This design comes from an exercise in tuning for small area, a short achievable clock period and few clock cycles on the open sky130 flow, not from production work.
The RTL was checked by simulation tests, not by an equivalence proof against the original design.
No activity file was given, so power comes from the tool's default toggle rates.

// DT
module DT(
	input 			clk,
	input			reset,
	output	reg		done ,
	output	reg		sti_rd ,
	output	reg 	[9:0]	sti_addr ,
	input		[15:0]	sti_di,
	output	reg		res_wr ,
	output	reg		res_rd ,
	output	reg 	[13:0]	res_addr ,
	output		[7:0]	res_do,
	input		[7:0]	res_di,
	output  reg fwpass_finish
	);
Settings: LEC_CHECK=0, CAP_MARGIN=20, CORE_MARGIN=2, CORE_UTILIZATION=40, CTS_BUF_LIST=sky130_fd_sc_hd__clkbuf_8, CTS_CLUSTER_SIZE=40, SETUP_SLACK_MARGIN=2.0, SLEW_MARGIN=20; clock period 5.0 ns.
run.sh (not shown) runs the stock make flow with config.mk's settings and CLKGATE_MAP_FILE= SYNTH_SCRIPT=/design/flow/synth_recipe.tcl, a recipe that flattens the netlist after the stock synthesis.
The baseline produced a clean layout.
Testbench counts at the start, summed over its fixed seeds: cycles 587,452.
Then changed:
==> flow/flow/run.sh (new file) <==
#!/bin/bash
# The standard layout, with the port buffers made from the smallest buffer cell
# and the non-critical cells downsized after global routing.
set -euo pipefail
bash standard.sh 'BUFFER_PORTS_ARGS=-buffer_cell sky130_fd_sc_hd__buf_1' 'RECOVER_POWER=50' finish > layout.log 2>&1
==> flow/standard.sh (new file) <==
#!/bin/bash
# synth_recipe.tcl (not shown) runs the flow's synth.tcl, then flattens the netlist and writes it again
# the make line also repeats each setting of config.mk as NAME=value (left out here)
make -C /OpenROAD-flow-scripts/flow DESIGN_CONFIG=/design/flow/config.mk WORK_HOME=/design/flow/orfs CLKGATE_MAP_FILE= SYNTH_SCRIPT=/design/flow/synth_recipe.tcl "${@:-finish}"
PLACE_DENSITY = 0.8   (was default)
SETUP_SLACK_MARGIN = 2.2   (was 2.0)
removed: flow/run.sh
What happened: Final area is lower by about 3.4%. Combinational power stays flat. Die area does not change. Setup slack is worse by 430 ps. Total power barely changes. Global-route usage came out lower by 1.2 points. Core utilization is lower by 1.6 points. Routed wire length drops by 3.7%. Maximum frequency falls by 13%. Area after synthesis is unchanged.

---

Starting RTL as in the previous note.
==> flow/config.mk <==
export PLATFORM = sky130hd
export DESIGN_NAME = DT
export DESIGN_NICKNAME = DT
export VERILOG_FILES = /design/flow/design.v
export SDC_FILE = /design/flow/constraint.sdc
export NUM_CORES = 4
export LEC_CHECK = 0
export CAP_MARGIN = 20
export CORE_MARGIN = 2
export CORE_UTILIZATION = 40
export CTS_BUF_LIST = sky130_fd_sc_hd__clkbuf_8
export CTS_CLUSTER_SIZE = 40
export PLACE_DENSITY = 0.8
export SETUP_SLACK_MARGIN = 2.2
export SLEW_MARGIN = 20
==> flow/constraint.sdc <==
create_clock -name core_clock -period 5.0 [get_ports {clk}]
set_input_delay 1.0000 -clock core_clock [delete_from_list [all_inputs] [get_ports {clk}]]
set_output_delay 1.0000 -clock core_clock [all_outputs]
set_load 0.01 [all_outputs]
standard.sh (not shown) runs the stock make flow with config.mk's settings and CLKGATE_MAP_FILE= SYNTH_SCRIPT=/design/flow/synth_recipe.tcl, a recipe that flattens the netlist after the stock synthesis.
==> flow/flow/run.sh <==
#!/bin/bash
# The standard layout, with the port buffers made from the smallest buffer cell.
set -euo pipefail
bash standard.sh 'BUFFER_PORTS_ARGS=-buffer_cell sky130_fd_sc_hd__buf_1' finish > layout.log 2>&1
Testbench counts at the start, summed over its fixed seeds: cycles 587,452.
Next try:
PLACE_DENSITY = unset   (was 0.8)
SETUP_SLACK_MARGIN = 2.0   (was 2.2)
Design area fell slightly. Power fell slightly. Hold slack improves by 0.0063 ns. Count of clock-buffer cells in the layout rose by 2. Non-clock buffer count fell by 9. Worst setup slack degrades by 0.19 ns. Final cell count fell slightly. First-iteration DRC count fell by a quarter to a third. Fmax fell by a few percent. Synthesized area is unchanged. Clock power rose by a quarter to a third.
Next try:
CORE_UTILIZATION = 65   (was 40)
Utilization climbs by 28 points.
Worst setup slack loses 0.0077 ns.
Clock skew went up by 0.012 ns.
Flip-flop and latch count is unchanged.
Next try:
CORE_UTILIZATION = 40   (was 65)
CTS_CLUSTER_SIZE = 30   (was 40)
PLACE_DENSITY = 0.8   (was unset)
SETUP_SLACK_MARGIN = 2.2   (was 2.0)
What happened:
- The new run finished clean
- count of clock-buffer cells in the layout is unchanged
- routed wire length went down by 2.1%
- global-route usage went down by 15 points
- combinational power went up by 5.6%
- die area went up by 60%
- register-to-register slack gains 0.21 ns
- final cell count went up by 11%
- design area went up by 5.3%
- core utilization went down by 27 points
- worst setup slack gains 0.20 ns

-- what the ideal ports hide --
No port has a modelled driver above. Below, the same layouts with a new extraction and two added sets of constraints. Step 1 (the two cells are an assumption about what drives the block):
set clk [get_ports {clk}]
set_driving_cell -lib_cell sky130_fd_sc_hd__clkbuf_16 $clk
set_driving_cell -lib_cell sky130_fd_sc_hd__buf_2 [delete_from_list [all_inputs] $clk]
Step 2 adds t to the input delays and takes it off the output delays; t is the mean of the earliest and latest rising clock arrival at the registers after step 1. Input paths then give back, and output paths get back, about the clock's delay inside the block. Three values: ideal ports, drivers, drivers and shift; two values: the first two.
| run | t, ns | slack for setup (ns) | worst setup path after step 2 | worst slew at a driven data input, ns |
|---|---|---|---|---|
| the first run of note 1 | 0.400 | 2.044 / 2.044 / 1.680 | input to register | 0.03 |
| the second run of note 1 | 0.410 | 1.615 / 1.615 / 1.349 | input to register | 0.04 |
| the first run of note 2 | 0.415 | 2.219 / 2.234 / 1.820 | input to register | 0.04 |
| the second run of note 2 | 0.417 | 2.026 / 2.045 / 1.628 | input to register | 0.03 |
| the third run of note 2 | 0.398 | 2.018 / 2.018 / 1.642 | input to register | 0.04 |
| the fourth run of note 2 | 0.415 | 2.219 / 2.234 / 1.820 | input to register | 0.04 |
After both steps setup and hold are still met in every run listed.
